Source: an optimization exercise on an open RTL-to-GDS flow (aim: small area). Production flows keep margins and buffers that such runs may drop. No driver is modelled on the clock port, so clocking that relies on it looks cheaper here than on a real chip. No activity file was given, so power comes from the tool's default toggle rates.

==> flow/design.v <==
module t1b_ultrasonic(
    input clk_50M, reset, echo_rx,
    output reg trig,
    output op,
    output wire [15:0] distance_out
);
localparam [8:0] R0 = 9'b011001011, R242 = 9'b111001001;
wire rwrap, r204, r241;
reg        started;          
reg        meas;             
reg [10:0] q;
reg [8:0]  rs;                 
wire [8:0] r = rs ^ R0;
reg [8:0]  dreg;
wire [8:0] RNEXT = {r[7:0], ~(r[8] ^ r[3])};
assign rwrap = ((r ^ 9'b100010111) & 9'b011100111) == 9'd0;    
assign r204  = ((r ^ 9'b001101110) & 9'b110001111) == 9'd0;    
assign r241  = ((r ^ 9'b011100100) & 9'b011101011) == 9'd0;    
wire qa    = &q[10:4];
wire ew    = qa & q[3] & q[1] & ~q[0];                             
wire rclr  = load | rwrap;
wire cq    = (rwrap & ~ew) | (qa & q[3] & ~q[1] & q[0] & r204);   
wire mwrap = meas & ~q[10] & q[8] & q[7] & q[5] & q[4] & q[3] & q[2] & r241;  
wire load  = echo_rx & (ew | mwrap);
always @(*)
    trig = started & qa & ((q[3] & ~q[1]) | (~q[3] & q[2] & q[1] & q[0] & rwrap));
assign distance_out = {{7{&dreg[8:6]}}, dreg};
assign op = (dreg <= 9'd70);
always @(posedge clk_50M or negedge reset) begin
    if (!reset) begin
        started <= 1'b0;
        dreg    <= 9'd0;
    end else begin
        started <= 1'b1;
        if (started & meas & ~echo_rx)
            dreg <= q[8:0];
    end
end
wire setq = load | ~started;
wire [8:0] rs_next = (rclr ? R0 : RNEXT) ^ R0;
always @(posedge clk_50M) begin
    meas <= started & echo_rx & (meas | ew);
    rs   <= ~started ? (R242 ^ R0) : rs_next;
    q    <= ((q + {10'd0, cq}) | {11{setq}}) & {7'h7f, started, 3'b111};
end
endmodule
==> flow/config.mk <==
export PLATFORM = sky130hd
export DESIGN_NAME = t1b_ultrasonic
export DESIGN_NICKNAME = t1b_ultrasonic
export VERILOG_FILES = /design/flow/design.v
export SDC_FILE = /design/flow/constraint.sdc
export NUM_CORES = 4
export LEC_CHECK = 0
export CAP_MARGIN = 20
export CORE_MARGIN = 2
export CORE_UTILIZATION = 40
export GPL_TIMING_DRIVEN = 0
export SLEW_MARGIN = 20
export POST_FLOORPLAN_TCL = /design/flow/flow/rmp.tcl
export BUFFER_PORTS_ARGS = -buffer_cell sky130_fd_sc_hd__buf_1
export PRE_CTS_TCL = /design/flow/flow/clkbuf.tcl
export CTS_ARGS = -clk_nets clk_50M
export CLKBUF_CELL = sky130_fd_sc_hd__clkbuf_8
export CLKBUF_N = 2
export CLKROOT_CELL = sky130_fd_sc_hd__clkbuf_1
==> flow/constraint.sdc <==
create_clock -name core_clock -period 20.0 [get_ports {clk_50M}]
set_input_delay 4.0000 -clock core_clock [delete_from_list [all_inputs] [get_ports {clk_50M}]]
set_output_delay 4.0000 -clock core_clock [all_outputs]
set_load 0.01 [all_outputs]
standard.sh (not shown) runs the stock make flow with config.mk's settings and CLKGATE_MAP_FILE= SYNTH_SCRIPT=/design/flow/synth_recipe.tcl, a recipe that flattens the netlist after the stock synthesis.
==> flow/flow/run.sh <==
#!/bin/bash
# Standard ORFS flow (the standard.sh, standard synthesis unchanged) with
# three layout settings changed:
#  - after floorplan, the combinational logic is re-mapped for area with
#    OpenROAD's restructure (flow/rmp.tcl, with the platform's don't-use
#    cells filtered out of its liberty by flow/libfilter.py); registers are
#    left as synthesized,
#  - port buffers use the smallest buffer (buf_1) instead of clkdlybuf4s50_1,
#  - the clock tree is one root buffer and CLKBUF_N leaf buffers
#    (flow/clkbuf.tcl) instead of TritonCTS's H-tree.
# Every tool's output goes to the ORFS logs; make's output to standard.log.
set -euo pipefail
here=$(pwd)
cat >> config.mk <<EOC
export POST_FLOORPLAN_TCL = $here/flow/rmp.tcl
export BUFFER_PORTS_ARGS = -buffer_cell sky130_fd_sc_hd__buf_1
export PRE_CTS_TCL = $here/flow/clkbuf.tcl
export CTS_ARGS = -clk_nets clk_50M
export CLKBUF_CELL = sky130_fd_sc_hd__clkbuf_8
export CLKBUF_N = 2
export CLKROOT_CELL = sky130_fd_sc_hd__clkbuf_1
EOC
bash standard.sh > standard.log 2>&1
Other scripts of this flow, unchanged in this note and not shown: flow/flow/clkbuf.tcl, flow/flow/libfilter.py, flow/flow/rmp.tcl
Then changed:
--- a/flow/design.v
+++ b/flow/design.v
@@ -1,24 +1,24 @@
 module t1b_ultrasonic(
     input clk_50M, reset, echo_rx,
     output reg trig,
     output op,
     output wire [15:0] distance_out
 );
-localparam [8:0] R0 = 9'b011001011, R242 = 9'b111001001;
+localparam [8:0] R0 = 9'b100000100, R242 = 9'b100001100;
 wire rwrap, r204, r241;
 reg        started;          
 reg        meas;             
 reg [10:0] q;
 reg [8:0]  rs;                 
 wire [8:0] r = rs ^ R0;
 reg [8:0]  dreg;
-wire [8:0] RNEXT = {r[7:0], ~(r[8] ^ r[3])};
-assign rwrap = ((r ^ 9'b100010111) & 9'b011100111) == 9'd0;    
-assign r204  = ((r ^ 9'b001101110) & 9'b110001111) == 9'd0;    
-assign r241  = ((r ^ 9'b011100100) & 9'b011101011) == 9'd0;    
+wire [8:0] RNEXT = {r[7:0], ~(r[8] ^ r[4])};
+assign rwrap = ((r ^ 9'b011101100) & 9'b011111101) == 9'd0;    
+assign r204  = ((r ^ 9'b111010001) & 9'b110100111) == 9'd0;    
+assign r241  = ((r ^ 9'b110000110) & 9'b111100011) == 9'd0;    
 wire qa    = &q[10:4];
 wire ew    = qa & q[3] & q[1] & ~q[0];                             
 wire rclr  = load | rwrap;
 wire cq    = (rwrap & ~ew) | (qa & q[3] & ~q[1] & q[0] & r204);   
 wire mwrap = meas & ~q[10] & q[8] & q[7] & q[5] & q[4] & q[3] & q[2] & r241;  
 wire load  = echo_rx & (ew | mwrap);
Utilization drops by 0.20 points.
Clock power goes up by a few percent.
Synthesized cell count goes up by a few percent.
Setup slack got worse by 0.34 ns.
Clock skew drops by 0.0071 ns.
Combinational power climbs by well over a third.
Fmax decreases by a few percent.
Sequential power goes up by roughly a tenth.
Worst hold slack gains 0.0046 ns.
Global-route usage is higher by 0.22 points.
No functional check of the RTL was part of any run of this note.

* * *

birch:
Another version of the RTL of t1b_ultrasonic (not shown whole).
Size in the first run: roughly 140 cells after synthesis, about 31 flip-flops, roughly 21 I/O pins.
==> module t1b_ultrasonic, before the edit <==
module t1b_ultrasonic(
    input clk_50M, reset, echo_rx,
    output reg trig,
    output op,
    output wire [15:0] distance_out
);
localparam [8:0] R0 = 9'b000010000, R242 = 9'b110011111;
wire rwrap, r204, r241;
reg        started;          
reg        meas;             
reg [10:0] q;
reg [8:0]  rs;                 
wire [8:0] r = rs ^ R0;
reg [8:0]  dreg;
wire [8:0] RNEXT = {r[7:0], ~(r[8] ^ r[4])};
assign rwrap = ((r ^ 9'b110001010) & 9'b001111101) == 9'd0;    
assign r204  = ((r ^ 9'b010011011) & 9'b110110100) == 9'd0;    
assign r241  = ((r ^ 9'b011001111) & 9'b100110111) == 9'd0;    
wire qa    = &q[10:4];
wire ew    = qa & q[3] & q[1] & ~q[0];                             
wire rclr  = load | rwrap;
wire cq    = (rwrap & ~ew) | (qa & q[3] & ~q[1] & q[0] & r204);   
wire mwrap = meas & ~q[10] & q[8] & q[7] & q[5] & q[4] & q[3] & q[2] & r241;  
wire load  = echo_rx & (ew | mwrap);
always @(*)
    trig = started & qa & ((q[3] & ~q[1]) | (~q[3] & q[2] & q[1] & q[0] & rwrap));
assign distance_out = {{7{&dreg[8:6]}}, dreg};
assign op = (dreg <= 9'd70);
always @(posedge clk_50M or negedge reset) begin
    if (!reset) begin
        started <= 1'b0;
        dreg    <= 9'd0;
    end else begin
        started <= 1'b1;
        if (started & meas & ~echo_rx)
            dreg <= q[8:0];
    end
end
wire setq = load | ~started;
wire [8:0] rs_next = (rclr ? R0 : RNEXT) ^ R0;
always @(posedge clk_50M) begin
    meas <= started & echo_rx & (meas | ew);
    rs   <= ~started ? (R242 ^ R0) : rs_next;
    q    <= ((q + {10'd0, cq}) | {11{setq}}) & {7'h7f, started, 3'b111};
end
endmodule
Settings: LEC_CHECK=0, CAP_MARGIN=20, CORE_MARGIN=2, CORE_UTILIZATION=40, GPL_TIMING_DRIVEN=0, SLEW_MARGIN=20, POST_FLOORPLAN_TCL=/design/flow/flow/rmp.tcl, BUFFER_PORTS_ARGS=-buffer_cell sky130_fd_sc_hd__buf_1, PRE_CTS_TCL=/design/flow/flow/clkbuf.tcl, CTS_ARGS=-clk_nets clk_50M, CLKBUF_CELL=sky130_fd_sc_hd__clkbuf_8, CLKBUF_N=2, CLKROOT_CELL=sky130_fd_sc_hd__clkbuf_1; clock period 20.0 ns.
Scripts as last shown in full above: flow/flow/run.sh
Other scripts of this flow, unchanged in this note and not shown: flow/flow/clkbuf.tcl, flow/flow/libfilter.py, flow/flow/rmp.tcl
#### Input delta (cedar over birch)
==> flow/design.v <==
module t1b_ultrasonic(
    input clk_50M, reset, echo_rx,
    output reg trig,
    output op,
    output wire [15:0] distance_out
);
localparam [8:0] R0 = 9'b100000100, R242 = 9'b100001100;
wire rwrap, r204, r241;
reg        started;          
reg        meas;             
reg [10:0] q;
reg [8:0]  rs;                 
wire [8:0] r = rs ^ R0;
reg [8:0]  dreg;
wire [8:0] RNEXT = {r[7:0], ~(r[8] ^ r[4])};
assign rwrap = ((r ^ 9'b011101100) & 9'b011111101) == 9'd0;    
assign r204  = ((r ^ 9'b111010001) & 9'b110100111) == 9'd0;    
assign r241  = ((r ^ 9'b110000110) & 9'b111100011) == 9'd0;    
wire qa    = &q[10:4];
wire ew    = qa & q[3] & q[1] & ~q[0];                             
wire rclr  = load | rwrap;
wire cq    = (rwrap & ~ew) | (qa & q[3] & ~q[1] & q[0] & r204);   
wire mwrap = meas & ~q[10] & q[8] & q[7] & q[5] & q[4] & q[3] & q[2] & r241;  
wire load  = echo_rx & (ew | mwrap);
always @(*)
    trig = started & qa & ((q[3] & ~q[1]) | (~q[3] & q[2] & q[1] & q[0] & rwrap));
assign distance_out = {{7{&dreg[8:6]}}, dreg};
assign op = (dreg <= 9'd70);
always @(posedge clk_50M or negedge reset) begin
    if (!reset) begin
        started <= 1'b0;
        dreg    <= 9'd0;
    end else begin
        started <= 1'b1;
        if (started & meas & ~echo_rx)
            dreg <= q[8:0];
    end
end
wire setq = load | ~started;
wire [8:0] rs_next = (rclr ? R0 : RNEXT) ^ R0;
always @(posedge clk_50M) begin
    meas <= started & echo_rx & (meas | ew);
    rs   <= ~started ? (R242 ^ R0) : rs_next;
    q    <= ((q + {10'd0, cq}) | {11{setq}}) & {7'h7f, started, 3'b111};
end
endmodule
[summary]
Delay contributed by the slowest stage of the critical path: cedar > birch
The multi-input gate area in the final layout reported for cedar is smaller than that of birch by 4.5%.
[compare] base=birch new=cedar: fraction of power spent switching nets went up by 7.9 points; pin count of the biggest net entering global routing shows no meaningful change.
birch has a lower power density over the cells than cedar.
cedar vs birch: via density per instance down by a few percent
Diff birch -> cedar: fraction of power consumed by combinational cells increased by 12 points relative to the old numbers, hold slack closely matched the old numbers.
No run of this note included a check of the RTL's function; only the layout flow was run.

## what the ideal ports hide
Ports are ideal in the flow. The routed layouts listed here were re-timed in OpenROAD.
Step 1 (the two cells are an assumption about what drives the block):
set clk [get_ports {clk_50M}]
set_driving_cell -lib_cell sky130_fd_sc_hd__clkbuf_16 $clk
set_driving_cell -lib_cell sky130_fd_sc_hd__buf_2 [delete_from_list [all_inputs] $clk]
Step 2, shift: input delay + t, output delay - t, t = (earliest + latest rising clock arrival at the registers) / 2. This alone moves slack from input paths to output paths.
Three values: ideal ports, drivers, drivers and shift; two values: the first two.
run	t, ns	slack for setup (ns)	clock arrival spread, ns
the first run of note 1	0.366	13.664 / 13.641 / 14.008	0.013 / 0.013
the second run of note 1	0.355	13.323 / 13.301 / 13.656	0.006 / 0.006
birch	0.374	13.347 / 13.326 / 13.700	0.006 / 0.006
cedar	0.362	13.291 / 13.269 / 13.632	0.007 / 0.007
After both steps setup and hold are still met in every run listed.
